Context: an optimization exercise on an open-source flow, tuned for small area and a short achievable clock period. The choices shown serve that exercise and are no tape-out recipe. Where RTL was checked, it was by simulation tests only, not by an equivalence proof against the original.

== south ==
==> flow/design.v <==
`timescale 1ns/1ps
module sra16 (
    input  wire [31:0] d,
    input  wire [3:0]  h,
    input  wire [3:0]  q,
    output wire [31:0] o
);
    wire [46:0] de = {{15{d[31]}}, d};
    wire [46:0] m;
    genvar k;
    generate
        for (k = 0; k < 44; k = k + 1) begin : lo
            assign m[k] = (h[0] & de[k]) | (h[1] & de[k+1]) | (h[2] & de[k+2]) | (h[3] & de[k+3]);
        end
        for (k = 44; k < 47; k = k + 1) begin : hi
            assign m[k] = d[31];
        end
        for (k = 0; k < 32; k = k + 1) begin : out
            assign o[k] = (q[0] & m[k]) | (q[1] & m[k+4]) | (q[2] & m[k+8]) | (q[3] & m[k+12]);
        end
    endgenerate
endmodule
module carries32 (
    input  wire [31:0] a,
    input  wire [31:0] b,
    output wire [31:0] c
);
    wire [31:0] g [0:6];
    wire [31:0] p [0:6];
    assign g[0] = a & b;
    assign p[0] = a ^ b;
    genvar l, k;
    generate
        for (l = 0; l < 5; l = l + 1) begin : ks
            for (k = 0; k < 32; k = k + 1) begin : bk
                if ((k & 1) && k >= (1 << l)) begin : n
                    assign g[l+1][k] = g[l][k] | (p[l][k] & g[l][k - (1 << l)]);
                    assign p[l+1][k] = p[l][k] & p[l][k - (1 << l)];
                end else begin : w
                    assign g[l+1][k] = g[l][k];
                    assign p[l+1][k] = p[l][k];
                end
            end
        end
        for (k = 0; k < 32; k = k + 1) begin : ev
            if (!(k & 1) && k >= 2) begin : n
                assign g[6][k] = g[5][k] | (p[5][k] & g[5][k-1]);
            end else begin : w
                assign g[6][k] = g[5][k];
            end
            assign p[6][k] = p[5][k];
        end
    endgenerate
    assign c = {g[6][30:0], 1'b0};
endmodule
module cordic_cos (
    input  wire        clk,
    input  wire        rst,
    input  wire [31:0] angle_in,
    output reg  [31:0] cos_out,
    output reg  [31:0] sin_out
);
    localparam [31:0] K = 32'h4DBA76D0;
    reg [4:0] c;
    wire load = c[4] & c[0];
    wire publ = c[4] & ~c[0];
    always @(posedge clk or posedge rst) begin
        if (rst)
            c <= 5'd17;
        else if (c[4])
            c <= c[0] ? 5'd0 : 5'd17;
        else
            c <= c + 5'd1;
    end
    reg [31:0] atan;
    always @(*) begin
        case (c[3:0])
            4'd0:  atan = 32'h3243F6A9;
            4'd1:  atan = 32'h1DAC6705;
            4'd2:  atan = 32'h0FADBAFC;
            4'd3:  atan = 32'h07F56EA6;
            4'd4:  atan = 32'h03FEAB76;
            4'd5:  atan = 32'h01FFD55B;
            4'd6:  atan = 32'h00FFFABA;
            4'd7:  atan = 32'h007FFFD5;
            4'd8:  atan = 32'h003FFFFF;
            4'd9:  atan = 32'h001FFFFF;
            4'd10: atan = 32'h000FFFFF;
            4'd11: atan = 32'h0007FFFF;
            4'd12: atan = 32'h0003FFFF;
            4'd13: atan = 32'h0001FFFF;
            4'd14: atan = 32'h0000FFFF;
            default: atan = 32'h00007FFF;
        endcase
    end
    wire [3:0] snext = (load | c[4]) ? 4'd0 : c[3:0] + 4'd1;
    wire [3:0] hn = 4'b0001 << snext[1:0];
    wire [3:0] qn = 4'b0001 << snext[3:2];
    reg  [3:0] hx, qx, hyn, qyn;
    always @(posedge clk) begin
        hx  <= hn;
        qx  <= qn;
        hyn <= ~hn;
        qyn <= ~qn;
    end
    reg [31:0] x, y, z;
    reg        zpos;
    wire [31:0] xs, ys;
    sra16 shx (.d(x), .h(hx), .q(qx), .o(xs));
    sra16 shy (.d(y), .h(~hyn), .q(~qyn), .o(ys));
    wire [31:0] sx = {32{zpos}};      
    wire [31:0] sy = {32{z[31]}};     
    wire [31:0] ax = x ^ sx, ay = y ^ sy, az = z ^ sx;
    wire [31:0] cx, cy;                          
    carries32 kx (.a(ax), .b(ys), .c(cx));
    carries32 ky (.a(ay), .b(xs), .c(cy));
    wire [31:0] cz;
    carries32 kz (.a(az), .b(atan), .c(cz));
    wire [31:0] xn = x ^ ys ^ cx;
    wire [31:0] yn = y ^ xs ^ cy;
    wire [31:0] zn = z ^ atan ^ cz;
    always @(posedge clk) begin
        if (load) begin
            zpos <= ~angle_in[31];
            x <= K;
            y <= 32'd0;
            z <= angle_in;
        end else begin
            x <= xn;
            y <= yn;
            zpos <= ~zn[31];
            z <= zn;
        end
    end
    always @(posedge clk or posedge rst) begin
        if (rst) begin
            cos_out <= 32'd0;
            sin_out <= 32'd0;
        end else if (publ) begin
            cos_out <= x;
            sin_out <= y;
        end
    end
endmodule
clock: 10.0 ns
lec_check: 0
cap_margin: 20
core_margin: 2
core_utilization: 40
slew_margin: 20
standard.sh (not shown) runs the stock make flow with config.mk's settings and CLKGATE_MAP_FILE= SYNTH_SCRIPT=/design/flow/synth_recipe.tcl, a recipe that flattens the netlist after the stock synthesis.
==> flow/flow/run.sh <==
#!/bin/bash
# The standard layout (standard.sh, with its config and SDC), with these changes:
# - synthesis runs ORFS's synth.tcl through flow/my_synth.tcl, which differs from
#   synth_recipe.tcl only in the ABC script: flow/abc_map.script (delay-driven
#   mapping) with the delay target in flow/abc_d.txt;
# - repair_timing aims for the setup margin in flow/margin.txt;
# - flow/make_args.txt: further ORFS variables, one per line (port buffer cell, ...).
# The clock period, SDC, reset and I/O constraints are the standard flow's own.
set -euo pipefail
W=$PWD
export MY_ABC_SCRIPT=$W/flow/abc_map.script
export MY_ABC_D=$(cat $W/flow/abc_d.txt)
M=$(cat $W/flow/margin.txt)
ARGS=()
while IFS= read -r line; do [ -n "$line" ] && ARGS+=("$line"); done < $W/flow/make_args.txt
bash $W/standard.sh SYNTH_SCRIPT=$W/flow/my_synth.tcl SETUP_SLACK_MARGIN=$M "${ARGS[@]}" \
  finish > $W/flow_standard.log 2>&1
==> flow/flow/abc_d.txt <==
2000
==> flow/flow/abc_map.script <==
strash
dch
map -B 0.9 {D}
topo
stime -c
buffer -c
upsize -c {D}
dnsize -c {D}
stime -c
==> flow/flow/make_args.txt <==
BUFFER_PORTS_ARGS=-buffer_cell sky130_fd_sc_hd__buf_1
CTS_ARGS=-sink_clustering_enable -repair_clock_nets -dont_use_dummy_load
==> flow/flow/margin.txt <==
6.8
==> flow/flow/my_synth.tcl <==
proc synth {args} { yosys synth -nofsm -noshare {*}$args }
proc abc {args} {
  set new {}
  set skip 0
  foreach a $args {
    if {$skip} { set skip 0; lappend new $::env(MY_ABC_SCRIPT); continue }
    if {$a eq "-script"} { set skip 1; lappend new $a; continue }
    lappend new $a
  }
  if {[info exists ::env(MY_ABC_D)]} {
    set i [lsearch $new -D]
    if {$i >= 0} { set new [lreplace $new $i [expr {$i+1}]] }
    lappend new -D $::env(MY_ABC_D)
  }
  puts "MY ABC: $new"
  yosys abc {*}$new
}
source $::env(SCRIPTS_DIR)/synth.tcl
# left out here: clear keep_hierarchy, flatten, clean up, hide names made inside functions, write 1_2_yosys.v
Inputs modified between south and west:
==> flow/design.v, changed modules only <==
module cordic_cos (
    input  wire        clk,
    input  wire        rst,
    input  wire [31:0] angle_in,
    output reg  [31:0] cos_out,
    output reg  [31:0] sin_out
);
    localparam [31:0] K = 32'h4DBA76D0;
    reg [4:0] c;
    wire load = c[4] & c[0];
    wire publ = c[4] & ~c[0];
    always @(posedge clk or posedge rst) begin
        if (rst)
            c <= 5'd17;
        else if (c[4])
            c <= c[0] ? 5'd0 : 5'd17;
        else
            c <= c + 5'd1;
    end
    reg [31:0] atan;
    always @(*) begin
        case (c[3:0])
            4'd0:  atan = 32'h3243F6A9;
            4'd1:  atan = 32'h1DAC6705;
            4'd2:  atan = 32'h0FADBAFC;
            4'd3:  atan = 32'h07F56EA6;
            4'd4:  atan = 32'h03FEAB76;
            4'd5:  atan = 32'h01FFD55B;
            4'd6:  atan = 32'h00FFFABA;
            4'd7:  atan = 32'h007FFFD5;
            4'd8:  atan = 32'h003FFFFF;
            4'd9:  atan = 32'h001FFFFF;
            4'd10: atan = 32'h000FFFFF;
            4'd11: atan = 32'h0007FFFF;
            4'd12: atan = 32'h0003FFFF;
            4'd13: atan = 32'h0001FFFF;
            4'd14: atan = 32'h0000FFFF;
            default: atan = 32'h00007FFF;
        endcase
    end
    wire [1:0] lnext = c[4] ? 2'd0 : c[1:0] + 2'd1;
    wire [3:0] hn = 4'b0001 << lnext;
    reg  [3:0] hx, hyn;
    always @(posedge clk) begin
        hx  <= hn;
        hyn <= ~hn;
    end
    wire [3:0] qs = 4'b0001 << c[3:2];
    reg [31:0] x, y, z;
    wire [31:0] xs, ys;
    sra16 shx (.d(x), .h(hx), .q(qs), .o(xs));
    sra16 shy (.d(y), .h(~hyn), .q(qs), .o(ys));
    wire [31:0] sx = {32{~z[31]}};    
    wire [31:0] sy = {32{z[31]}};     
    wire [31:0] ax = x ^ sx, ay = y ^ sy, az = z ^ sx;
    wire [31:0] cx = (ax + ys) ^ ax ^ ys;        
    wire [31:0] cy = (ay + xs) ^ ay ^ xs;
    wire [31:0] cz = (az + atan) ^ az ^ atan;
    wire [31:0] xn = x ^ ys ^ cx;
    wire [31:0] yn = y ^ xs ^ cy;
    wire [31:0] zn = z ^ atan ^ cz;
    always @(posedge clk) begin
        if (load) begin
            x <= K;
            y <= 32'd0;
            z <= angle_in;
        end else begin
            x <= xn;
            y <= yn;
            z <= zn;
        end
    end
    always @(posedge clk or posedge rst) begin
        if (rst) begin
            cos_out <= 32'd0;
            sin_out <= 32'd0;
        end else if (publ) begin
            cos_out <= x;
            sin_out <= y;
        end
    end
endmodule
// module carries32 removed
==> comparison <==
west completed end to end with timing, DRC and antenna clean.
Across both runs, synthesized cell count was higher for west than for south.
Note that the placed cell count recorded for south amounts to 0.915 times the value seen in west.
Relative to south, final clock period utilization by the worst path has gone up in west.
Between south and west, the final cell count is higher for west.
Post-route minimum period was lower in the run labelled south.
The core of west is more densely filled than that of south.
Only the layout flow was run in west; the RTL was not checked for function there.

==> separate check: timing with driven ports <==
The results above use ideal ports. As a check the final layouts listed here were re-extracted and re-timed, cells and wires unchanged.
Step 1, drivers: a clkbuf_16 drives clk and a buf_2 each remaining input, both assumed.
Step 2, shift: input delay + t, output delay - t, t = (earliest + latest rising clock arrival at the registers) / 2. This alone moves slack from input paths to output paths.
Three values: ideal ports, drivers, drivers and shift; two values: the first two.
run	shift t [ns]	setup WS [ns]	latest minus earliest clock arrival (ns)	slew at the worst register clock pin (ns)	worst slew at a driven data input, ns
south	0.492	6.870 / 6.870 / 6.870	0.020 / 0.020	0.07 / 0.07	0.04
west	0.497	6.783 / 6.783 / 6.783	0.021 / 0.021	0.07 / 0.07	0.05
After both steps every run listed still meets setup and hold.
